Background: an optimization exercise with open tools, aiming at small area, a short achievable clock period and few clock cycles. Do not read the settings as production practice.
At most, simulation tests tie the RTL to the original design; equivalence was not proved.
Power and IR drop assume default switching activity.

==> inputs of nickel <==
Design FFT16_RTL, start of the top module:
module FFT16_RTL (
    input             clk,
    input             reset,
    input             load_en,
    input      [31:0] serial_data_in,
    output reg [31:0] serial_data_out,
    output reg        data_out_valid,
    output reg        fft_done,
    output reg        fft_core_en
);
Settings: LEC_CHECK=0, CAP_MARGIN=20, CORE_MARGIN=2, CORE_UTILIZATION=60, CTS_BUF_LIST=sky130_fd_sc_hd__clkbuf_8, CTS_CLUSTER_DIAMETER=50, CTS_CLUSTER_SIZE=20, SETUP_SLACK_MARGIN=5, SLEW_MARGIN=30; clock period 10.0 ns.
run.sh (not shown) runs the stock make flow with config.mk's settings and CLKGATE_MAP_FILE= SYNTH_SCRIPT=/design/flow/synth_recipe.tcl, a recipe that flattens the netlist after the stock synthesis.
==> tundra (differences from nickel) <==
--- a/flow/design.v
+++ b/flow/design.v
@@ -27,42 +27,30 @@
     fft_csa26 c3 (s1, y1, s2, s3, y3);
     fft_csa26 c4 (y2, t6, k,  s4, y4);
     fft_csa26 c5 (s3, y3, s4, s5, y5);
     fft_csa26 c6 (s5, y5, y4, s, c);
 endmodule
-module fft_p724 #(parameter [25:0] K = 26'h0) (input [15:0] x, output [25:0] s, output [25:0] c);
-    wire [15:0] f = {~x[15], x[14:0]};
-    wire [25:0] t0 = {1'b0, f, 9'b0};
-    wire [25:0] t1 = {3'b0, f, 7'b0};
-    wire [25:0] t2 = {4'b0, f, 6'b0};
-    wire [25:0] t3 = {6'b0, f, 4'b0};
-    wire [25:0] t4 = {8'b0, f, 2'b0};
+module fft_m724 (input [17:0] v, output [25:0] s, output [25:0] c);
+    wire [17:0] f = {~v[17], v[16:0]};
+    wire [25:0] t0 = {f[16:0], 9'b0};
+    wire [25:0] t1 = {1'b0, f, 7'b0};
+    wire [25:0] t2 = {2'b0, f, 6'b0};
+    wire [25:0] t3 = {4'b0, f, 4'b0};
+    wire [25:0] t4 = {6'b0, f, 2'b0};
     wire [25:0] s1, y1, s2, y2, s3, y3;
     fft_csa26 c1 (t0, t1, t2, s1, y1);
-    fft_csa26 c2 (t3, t4, K,  s2, y2);
+    fft_csa26 c2 (t3, t4, 26'h2580000, s2, y2);
     fft_csa26 c3 (s1, y1, s2, s3, y3);
     fft_csa26 c4 (s3, y3, y2, s, c);
 endmodule
 module fft_t724 (input [15:0] xr, input [15:0] xi, input w6,
                  output [25:0] sr, output [25:0] cr, output [25:0] si, output [25:0] ci);
-    wire [25:0] pas, pac, pbs, pbc;
-    fft_p724 #(26'h295fffe) pa (xr, pas, pac);
-    fft_p724 #(26'h2960000) pb (xi, pbs, pbc);
-    wire [25:0] ar_s = pas ^ {26{w6}}, ar_c = pac ^ {26{w6}};
-    wire [25:0] u1, v1;
-    fft_csa26 c1 (pbs, pbc, ar_s, u1, v1);
-    wire [25:0] u2, v2;
-    fft_csa26 c2 (u1, {v1[25:1], ~w6}, ar_c, u2, v2);
-    assign sr = u2;
-    assign cr = {v2[25:1], ~w6};
-    wire [25:0] bi_s = pbs ^ {26{w6}}, bi_c = pbc ^ {26{w6}};
-    wire [25:0] u3, v3;
-    fft_csa26 c3 (~pas, ~pac, bi_s, u3, v3);
-    wire [25:0] u4, v4;
-    fft_csa26 c4 (u3, {v3[25:1], w6}, bi_c, u4, v4);
-    assign si = u4;
-    assign ci = {v4[25:1], w6};
+    wire [17:0] r = {{2{xr[15]}}, xr}, i = {{2{xi[15]}}, xi};
+    wire [17:0] vr = (r ^ {18{w6}}) + i + {17'd0, w6};       
+    wire [17:0] vi = (i ^ {18{w6}}) - r + {17'd0, w6};       
+    fft_m724 mr_ (vr, sr, cr);
+    fft_m724 mi_ (vi, si, ci);
 endmodule
 module FFT16_RTL (
     input             clk,
     input             reset,
     input             load_en,
@@ -70,40 +58,30 @@
     output reg [31:0] serial_data_out,
     output reg        data_out_valid,
     output reg        fft_done,
     output reg        fft_core_en
 );
-    reg [31:0] xr;
-    reg        xv;                        
     reg [3:0]  idx;                       
-    reg        g8, g12, xlast;            
-    always @(posedge clk) begin
-        xr    <= serial_data_in;
-        g8    <= idx[3];
-        g12   <= idx[3] & idx[2];
-        xlast <= (idx == 4'd15);
-        if (reset) begin
-            xv  <= 1'b0;
-            idx <= 4'd0;
-        end else begin
-            xv <= load_en;
-            if (load_en) idx <= idx + 4'd1;
-        end
+    wire       g8    = idx[3];
+    wire       g12   = idx[3] & idx[2];
+    wire       xlast = load_en & (idx == 4'd15);
+    always @(posedge clk) begin
+        if (reset) idx <= 4'd0;
+        else if (load_en) idx <= idx + 4'd1;
     end
     reg [31:0] Alo0, Alo1, Alo2, Alo3;    
     reg [31:0] Ahi0, Ahi1, Ahi2, Ahi3;    
     reg [31:0] B0, B1, B2, B3;            
     reg [31:0] Bd0, Bd1, Bd2, Bd3;        
     reg [31:0] Bt;                        
-    wire [15:0] xre = xr[31:16], xim = xr[15:0];
+    wire [15:0] xre = serial_data_in[31:16], xim = serial_data_in[15:0];
     wire [15:0] lre = Alo0[31:16], lim = Alo0[15:0];
     wire [15:0] hre = Ahi0[31:16], him = Ahi0[15:0];
     wire [15:0] s3r = xre + (g8 ? lre : 16'd0) + (g12 ? hre : 16'd0);
     wire [15:0] s3i = xim + (g8 ? lim : 16'd0) + (g12 ? him : 16'd0);
     wire [31:0] sum3 = {s3r, s3i};
-    wire [31:0] lsel = xv ? Alo1 : Alo0;
-    wire [31:0] d1 = {lsel[31:16] - serial_data_in[31:16], lsel[15:0] - serial_data_in[15:0]};
+    wire [31:0] d1 = {lre - xre, lim - xim};
     wire [15:0] sa = hre ^ ~lre ^ ~xre;
     wire [15:0] ma = (hre & ~lre) | (hre & ~xre) | (~lre & ~xre);
     wire [15:0] sb = him ^ ~lim ^ ~xim;
     wire [15:0] mb = (him & ~lim) | (him & ~xim) | (~lim & ~xim);
     wire [31:0] d2a = {sa - ~{ma[14:0], 1'b1}, sb - ~{mb[14:0], 1'b1}};
@@ -111,13 +89,13 @@
     reg [4:0] pc;
     always @(posedge clk) begin
         if (reset) begin
             run <= 1'b0;
             pc  <= 5'd0;
-        end else if (xv & xlast) begin
+        end else if (xlast) begin
             run <= 1'b1;
-            pc  <= 5'd1;
+            pc  <= 5'd0;
         end else if (run) begin
             pc <= pc + 5'd1;
             if (pc == 5'd20) run <= 1'b0;
         end
     end
@@ -135,20 +113,20 @@
     reg [6:0]  Mdst;    
     reg [2:0]  k;
     reg [31:0] msrc;
     reg [6:0]  mdst;
     wire ld_s1 = load_en & idx[3];
-    wire ld_a3 = xv & xlast;
+    wire ld_a3 = run & (pc == 5'd0);
     wire ld_a1 = run & (pc == 5'd1);
     wire ld_b3 = e2v & e2last;
     wire ld_b1 = run & (pc == 5'd3);
     always @(*) begin
         if (ld_s1) begin
             msrc = d1; k = idx[2:0];
             mdst = idx[2] ? 7'b000_0010 : 7'b000_0001;
         end else if (ld_a3) begin
-            msrc = d2a; k = 3'd6; mdst = 7'b000_0100;
+            msrc = Alo3; k = 3'd6; mdst = 7'b000_0100;
         end else if (ld_a1) begin
             msrc = Alo1; k = 3'd2; mdst = 7'b000_1000;
         end else if (ld_b3) begin
             msrc = e2dif; k = 3'd6; mdst = 7'b001_0000;
         end else begin
@@ -205,18 +183,18 @@
             if (e2v) e2c <= e2c + 2'd1;
         end
         e2last <= Tdst[1] & (e2c == 2'd3 - {1'b0, e2v});
     end
     always @(posedge clk) begin
-        if (xv) begin
+        if (load_en) begin
             Ahi0 <= Ahi1; Ahi1 <= Ahi2; Ahi2 <= Ahi3; Ahi3 <= sum3;
             Alo0 <= Alo1; Alo1 <= Alo2; Alo2 <= Alo3; Alo3 <= g12 ? d2a : Ahi0;
         end else begin
             if (Tdst[3]) Alo1 <= mres;
             if (Tdst[2]) Alo3 <= mres;
         end
-        if (Tdst[1]) Bt <= mres;
+        Bt <= mres;
         if (Tdst[0] | e2v) begin
             B0 <= B1; B1 <= B2; B2 <= B3; B3 <= Tdst[0] ? mres : e2sum;
         end
         if (e2v & e2c == 2'd0) Bd0 <= e2dif;
         if (Tdst[5] | (e2v & e2c == 2'd1)) Bd1 <= Tdst[5] ? mres : e2dif;
@@ -279,11 +257,11 @@
     wire [15:0] s2r = s1r ^ c1r ^ dr_;
     wire [15:0] c2r = {m2r[14:0], k2r};
     wire [15:0] s2i = s1i ^ c1i ^ di_;
     wire [15:0] c2i = {m2i[14:0], kib};
     always @(posedge clk) begin
-        if (oact) serial_data_out <= {s2r + c2r, s2i + c2i + {15'd0, kic}};
+        serial_data_out <= {s2r + c2r, s2i + c2i + {15'd0, kic}};
         if (reset) begin
             data_out_valid <= 1'b0;
             fft_done       <= 1'b0;
             fft_core_en    <= 1'b0;
         end else begin
==> flow/flow/run.sh (new file) <==
#!/bin/bash
set -euo pipefail
bash standard.sh SETUP_SLACK_MARGIN=6.0 finish > standard.log 2>&1
==> flow/standard.sh (new file) <==
#!/bin/bash
# synth_recipe.tcl (not shown) runs the flow's synth.tcl, then flattens the netlist and writes it again
# the make line also repeats each setting of config.mk as NAME=value (left out here)
make -C /OpenROAD-flow-scripts/flow DESIGN_CONFIG=/design/flow/config.mk WORK_HOME=/design/flow/orfs CLKGATE_MAP_FILE= SYNTH_SCRIPT=/design/flow/synth_recipe.tcl "${@:-finish}"
removed: flow/run.sh
==> amber (differences from nickel) <==
--- a/flow/design.v
+++ b/flow/design.v
@@ -212,11 +212,11 @@
             Alo0 <= Alo1; Alo1 <= Alo2; Alo2 <= Alo3; Alo3 <= g12 ? d2a : Ahi0;
         end else begin
             if (Tdst[3]) Alo1 <= mres;
             if (Tdst[2]) Alo3 <= mres;
         end
-        if (Tdst[1]) Bt <= mres;
+        Bt <= mres;
         if (Tdst[0] | e2v) begin
             B0 <= B1; B1 <= B2; B2 <= B3; B3 <= Tdst[0] ? mres : e2sum;
         end
         if (e2v & e2c == 2'd0) Bd0 <= e2dif;
         if (Tdst[5] | (e2v & e2c == 2'd1)) Bd1 <= Tdst[5] ? mres : e2dif;
@@ -278,19 +278,27 @@
     wire [15:0] m2i = (s1i & c1i) | (s1i & di_) | (c1i & di_);
     wire [15:0] s2r = s1r ^ c1r ^ dr_;
     wire [15:0] c2r = {m2r[14:0], k2r};
     wire [15:0] s2i = s1i ^ c1i ^ di_;
     wire [15:0] c2i = {m2i[14:0], kib};
+    reg [15:0] OSr, OCr, OSi, OCi;
+    reg        ov1, olast, ocin;
     always @(posedge clk) begin
-        if (oact) serial_data_out <= {s2r + c2r, s2i + c2i + {15'd0, kic}};
+        OSr <= s2r; OCr <= c2r; OSi <= s2i; OCi <= c2i;
+        ocin  <= kic;
+        olast <= oact & olast_n;
+        ov1   <= reset ? 1'b0 : oact;
+    end
+    always @(posedge clk) begin
+        serial_data_out <= {OSr + OCr, OSi + OCi + {15'd0, ocin}};
         if (reset) begin
             data_out_valid <= 1'b0;
             fft_done       <= 1'b0;
             fft_core_en    <= 1'b0;
         end else begin
-            data_out_valid <= oact;
-            fft_done       <= oact & olast_n;
+            data_out_valid <= ov1;
+            fft_done       <= ov1 & olast;
             if (load_en && idx == 4'd15) fft_core_en <= 1'b1;
-            else if (oact & olast_n)     fft_core_en <= 1'b0;
+            else if (ov1 & olast)        fft_core_en <= 1'b0;
         end
     end
 endmodule
==> flow/flow/run.sh (new file) <==
#!/bin/bash
set -euo pipefail
bash standard.sh SETUP_SLACK_MARGIN=7.0 finish > standard.log 2>&1
==> flow/standard.sh (new file) <==
#!/bin/bash
# synth_recipe.tcl (not shown) runs the flow's synth.tcl, then flattens the netlist and writes it again
# the make line also repeats each setting of config.mk as NAME=value (left out here)
make -C /OpenROAD-flow-scripts/flow DESIGN_CONFIG=/design/flow/config.mk WORK_HOME=/design/flow/orfs CLKGATE_MAP_FILE= SYNTH_SCRIPT=/design/flow/synth_recipe.tcl "${@:-finish}"
removed: flow/run.sh
==> comparison table <==
metric                                                                  amber                         nickel          tundra
Required time reported for the critical path endpoint                10640 ps                       10560 ps        10640 ps
Share of the synthesized area in the top cell type                      24.9%                          29.3%           28.7%
Met2 capacity usage during global routing                               65.4%                          58.4%           62.7%
RePlAce Congestion                                                      0.972                          0.968           0.957
Power drawn by the sequential cells                                 0.00403 W                      0.00366 W       0.00359 W
Crit path capture                                              Si[19]$_DFF_P_  serial_data_out[30]$_DFFE_PP_  Si[21]$_DFF_P_
Critical-path maximum fanout                                                4                             25              10
Outcome                                      no timing/DRC/antenna violations  no timing/DRC/antenna violations  no timing/DRC/antenna violations
Cell Rows                                                                 114                            111             109
Cell leakage power                                                    28.0 nW                        24.4 nW         25.2 nW
Worst Clk Skew                                                        52.4 ps                        61.9 ps         75.9 ps
Xor-xnor portion of the synthesized cell area                           7.88%                          7.74%           8.81%
Proportion of synthesized chip area in sequential cells                 38.2%                          38.4%           37.7%
Area taken by multi-input logic gates                               36700 µm²                      31200 µm²       33000 µm²
Launch point of the critical path                             Min[12]$_DFF_P_             orow[1]$_SDFF_PP0_    f_w6$_DFF_P_
Internal cell power                                                 0.00596 W                      0.00527 W       0.00548 W
Full die area                                                       99200 µm²                      95400 µm²       91800 µm²
Maximum number of pins on one net before global-route repair               88                            132              80
PwrDens                                                            122 nW/µm²                     124 nW/µm²      129 nW/µm²
Testbench counts of nickel, summed over its fixed seeds: cycles 17,928.
Testbench counts of amber, summed over its fixed seeds: cycles 18,440.
The RTL of tundra was laid out without a check of its function.

separate check: timing with driven ports:
How much do the figures lean on ideal ports? The routed layouts below were timed once more, with nothing changed but the port constraints.
Step 1 sets driving cells, clkbuf_16 on the clock port and buf_2 on the other inputs (assumed; they add their load-dependent delay and slew).
Step 2 also shifts input and output timing later by t, the mid clock arrival at the registers, as if the neighbouring blocks saw the same clock.
Three values: ideal ports, drivers, drivers and shift; two values: the first two.
| run | t, ns | setup slack, ns | hold slack, ns | pins driven straight from the clock port |
|---|---|---|---|---|
| nickel | 0.835 | 5.124 / 5.124 / 4.428 | 0.411 / 0.411 / 0.411 | 1 |
| tundra | 0.835 | 4.896 / 4.896 / 4.769 | 0.405 / 0.405 / 0.405 | 1 |
| amber | 0.843 | 6.208 / 6.208 / 5.718 | 0.340 / 0.340 / 0.340 | 1 |
After both steps every run listed still meets setup and hold. The setup slack of nickel, which loses most, moves by 0.000 ns with the drivers and by -0.696 ns with both steps.
